Context: an optimization exercise on an open-source flow, tuned for small area. The choices shown serve that exercise and are no tape-out recipe.
In this exercise RTL edits were held to simulation tests only and were not proved equivalent to the original.

// sort16_top
module sort16_top (
    input          clk,
    input          rst,
    input          i_valid,
    input  [511:0] x,
    output [511:0] y,
    output         o_valid
);
For scale: ~16000 cells after synthesis, roughly 2100 flip-flops, roughly 4 I/O pins.
clock: 5.0 ns
lec_check: 0
abc_area: 1
cap_margin: 20
core_margin: 2
core_utilization: 45
cts_buf_list: sky130_fd_sc_hd__clkbuf_16
cts_cluster_diameter: 100
cts_cluster_size: 25
slew_margin: 20
standard.sh (not shown) runs the stock make flow with config.mk's settings and CLKGATE_MAP_FILE= SYNTH_SCRIPT=/design/flow/synth_recipe.tcl, a recipe that flattens the netlist after the stock synthesis.
==> flow/flow/run.sh <==
#!/bin/bash
# The standard ORFS layout (standard.sh) with three changes:
#  - synthesis uses flow/synth.tcl (the standard flow's script plus multiplexer pre-mapping),
#  - before the first global placement, flow/slice_place.tcl fixes the data pins
#    and pipeline registers in a bit-slice floorplan (flow/slice_unfix.tcl
#    releases the registers again after global placement),
#  - ports are buffered with the smallest plain buffer instead of a delay cell.
set -euo pipefail
here=$(pwd)
export SLICE_CUTS="2 4 6 8"
export SLICE_FRACS="0.24 0.5 0.74 0.92"
bash standard.sh \
  "SYNTH_SCRIPT=$here/flow/synth.tcl" \
  "PRE_GLOBAL_PLACE_SKIP_IO_TCL=$here/flow/slice_place.tcl" \
  "POST_GLOBAL_PLACE_TCL=$here/flow/slice_unfix.tcl" \
  "BUFFER_PORTS_ARGS=-buffer_cell sky130_fd_sc_hd__buf_1" \
  finish > "$here/standard_flow.log" 2>&1
==> flow/flow/oai_map.v <==
// Y = ~(S ? B : A) = ~((~S | B) & (S | A)): one o22ai per bit; ~S is left to ABC
module nmux32(A, B, S, Y);
  input [31:0] A, B;
  input S;
  output [31:0] Y;
  wire sn;
  assign sn = ~S;
  genvar i;
  generate for (i = 0; i < 32; i = i + 1) begin : m
    sky130_fd_sc_hd__o22ai_1 u (.A1(sn), .A2(B[i]), .B1(S), .B2(A[i]), .Y(Y[i]));
  end endgenerate
endmodule
// Y = S ? B : A = (~S | B) & (S | A): one o22a per bit; ~S is left to ABC
module mux32(A, B, S, Y);
  input [31:0] A, B;
  input S;
  output [31:0] Y;
  wire sn;
  assign sn = ~S;
  genvar i;
  generate for (i = 0; i < 32; i = i + 1) begin : m
    sky130_fd_sc_hd__o22a_1 u (.A1(sn), .A2(B[i]), .B1(S), .B2(A[i]), .X(Y[i]));
  end endgenerate
endmodule
==> flow/flow/slice_unfix.tcl <==
# After global placement, release the pipeline registers that slice_place.tcl
# fixed, so that detailed placement, timing repair and antenna repair (diode
# insertion) may move them a little like any other cell.
set n 0
foreach inst [[ord::get_db_block] getInsts] {
  if {[$inst getPlacementStatus] eq "FIRM" && [regexp {^r\d+_\d+} [$inst getName]]} {
    $inst setPlacementStatus PLACED
    incr n
  }
}
puts "slice_unfix: released $n registers"
==> flow/flow/synth.tcl <==
# The standard flow's synthesis script (synth_recipe.tcl) with one addition before Yosys's
# fine-grained synthesis: the 32-bit data multiplexers of the compare-and-swap
# cells are mapped to cells directly. A 32-bit multiplexer whose output is
# inverted becomes 32 o22ai cells (the RTL arranges for most compare-and-swap
# outputs to be inverted), a plain one 32 o22a cells; the inverted select
# is left to ABC, which maps the rest as usual. Registers are untouched.
set flow_dir [file dirname [file normalize [info script]]]
proc synth {args} {
  global flow_dir
  if {[lsearch -exact $args "fine:"] >= 0} {
    yosys extract -map $flow_dir/nmux32_pat.v
    yosys extract -map $flow_dir/mux32_pat.v
    yosys techmap -map $flow_dir/oai_map.v
  }
  yosys synth -nofsm -noshare {*}$args
}
source $::env(SCRIPTS_DIR)/synth.tcl
# left out here: clear keep_hierarchy, flatten, clean up, hide names made inside functions, write 1_2_yosys.v
Other scripts of this flow, unchanged in this note and not shown: flow/flow/mux32_pat.v, flow/flow/nmux32_pat.v, flow/flow/slice_place.tcl
The baseline passed the timing, design-rule and antenna checks.
Rerun with:
--- a/flow/flow/run.sh
+++ b/flow/flow/run.sh
@@ -4,4 +4,3 @@
 #  - before the first global placement, flow/slice_place.tcl fixes the data pins
-#    and pipeline registers in a bit-slice floorplan (flow/slice_unfix.tcl
-#    releases the registers again after global placement),
+#    and pipeline registers in a bit-slice floorplan,
 #  - ports are buffered with the smallest plain buffer instead of a delay cell.
@@ -14,3 +13,2 @@
   "PRE_GLOBAL_PLACE_SKIP_IO_TCL=$here/flow/slice_place.tcl" \
-  "POST_GLOBAL_PLACE_TCL=$here/flow/slice_unfix.tcl" \
   "BUFFER_PORTS_ARGS=-buffer_cell sky130_fd_sc_hd__buf_1" \
removed: flow/flow/slice_unfix.tcl
This time the run finished but failed the layout checks on antenna rules.
Via count came out higher slightly.
Worst setup slack loses 0.043 ns.
Cell count stays flat.
Routed wire length came out higher slightly.
Flip-flop and latch count stays the same.
Fmax came out lower slightly.
Rerun with:
--- a/flow/flow/oai_map.v
+++ b/flow/flow/oai_map.v
@@ -1,2 +1,2 @@
-// Y = ~(S ? B : A) = ~((~S | B) & (S | A)): one o22ai per bit; ~S is left to ABC
+// Y = ~(S ? B : A) = ~((~S | B) & (S | A)): one o22ai per bit, one inverter for ~S
 module nmux32(A, B, S, Y);
@@ -6,3 +6,3 @@
   wire sn;
-  assign sn = ~S;
+  sky130_fd_sc_hd__inv_1 si (.A(S), .Y(sn));
   genvar i;
@@ -12,3 +12,3 @@
 endmodule
-// Y = S ? B : A = (~S | B) & (S | A): one o22a per bit; ~S is left to ABC
+// Y = S ? B : A = (~S | B) & (S | A): one o22a per bit
 module mux32(A, B, S, Y);
@@ -18,3 +18,3 @@
   wire sn;
-  assign sn = ~S;
+  sky130_fd_sc_hd__inv_1 si (.A(S), .Y(sn));
   genvar i;
--- a/flow/flow/synth.tcl
+++ b/flow/flow/synth.tcl
@@ -4,4 +4,4 @@
 # inverted becomes 32 o22ai cells (the RTL arranges for most compare-and-swap
-# outputs to be inverted), a plain one 32 o22a cells; the inverted select
-# is left to ABC, which maps the rest as usual. Registers are untouched.
+# outputs to be inverted), a plain one 32 o22a cells, each with one inverter
+# for the select. ABC maps the rest as usual. Registers are untouched.
 set flow_dir [file dirname [file normalize [info script]]]
With this change the flow completed with no timing, DRC or antenna violations.
Via count rose by 3.4%.
Non-clock buffer count grows by 290.

* * *

Another version of the RTL of sort16_top (not shown whole).
For scale: ~24000 cells after synthesis, roughly 2600 flip-flops, about 1000 I/O pins, ~140000 um2 of cells after synthesis.
clock: 5.0 ns
lec_check: 0
abc_area: 1
cap_margin: 20
core_margin: 2
core_utilization: 45
cts_buf_list: sky130_fd_sc_hd__clkbuf_8
slew_margin: 20
==> flow/flow/run.sh <==
#!/bin/bash
# Standard ORFS layout (the standard.sh), except that ports are buffered with
# the smallest plain buffer instead of a delay cell.
set -euo pipefail
here=$(pwd)
bash standard.sh \
  "BUFFER_PORTS_ARGS=-buffer_cell sky130_fd_sc_hd__buf_1" \
  finish > "$here/standard_flow.log" 2>&1
Then changed:
==> flow/run.sh (new file) <==
#!/bin/bash
# synth_recipe.tcl (not shown) runs the flow's synth.tcl, then flattens the netlist and writes it again
# the make line also repeats each setting of config.mk as NAME=value (left out here)
make -C /OpenROAD-flow-scripts/flow DESIGN_CONFIG=/design/flow/config.mk WORK_HOME=/design/flow/orfs CLKGATE_MAP_FILE= SYNTH_SCRIPT=/design/flow/synth_recipe.tcl finish
Settings changed: CTS_BUF_LIST sky130_fd_sc_hd__clkbuf_8 to default.
removed: flow/flow/run.sh
removed: flow/standard.sh
The new run finished with timing, DRC and antenna clean.
Critical path depth climbs by 2.
Core utilization goes up by 3.0 points.
Die area is unchanged.

static timing again, ports no longer ideal:
The flow's constraints put no driver on any port. The routed layouts listed below were extracted and timed again, unchanged, in two steps. Step 1, drivers: a clkbuf_16 drives clk and a buf_2 each remaining input, both assumed. Step 2 moves the port delays by t, midway between the first and last clock arrival at a register: inputs arrive t later, outputs are due t later. That takes back most of the time a late clock gives input paths. Slacks: ideal ports / drivers / drivers and shift; pairs: ideal ports / drivers.
run | shift t [ns] | setup WS [ns] | worst hold slack (ns) | worst setup path at the end | cell pins on the clock port's net
the first run of note 1 | 0.828 | 0.257 / 0.197 / -0.208 | 0.041 / -0.014 / 0.357 | input to register | 1
the second run of note 1 | 0.819 | 0.214 / 0.214 / -0.154 | 0.056 / -0.002 / 0.356 | input to register | 1
the third run of note 1 | 0.850 | 0.123 / 0.123 / -0.524 | 0.043 / -0.027 / 0.353 | input to register | 1
the first run of note 2 | 1.242 | 0.226 / 0.226 / -0.225 | 0.253 / 0.150 / 0.288 | input to register | 1
the second run of note 2 | 1.032 | 0.418 / 0.418 / -0.111 | 0.282 / 0.176 / 0.284 | input to register | 1
The setup slack of the third run of note 1, which loses most, moves by 0.000 ns with the drivers and by -0.647 ns with both steps.
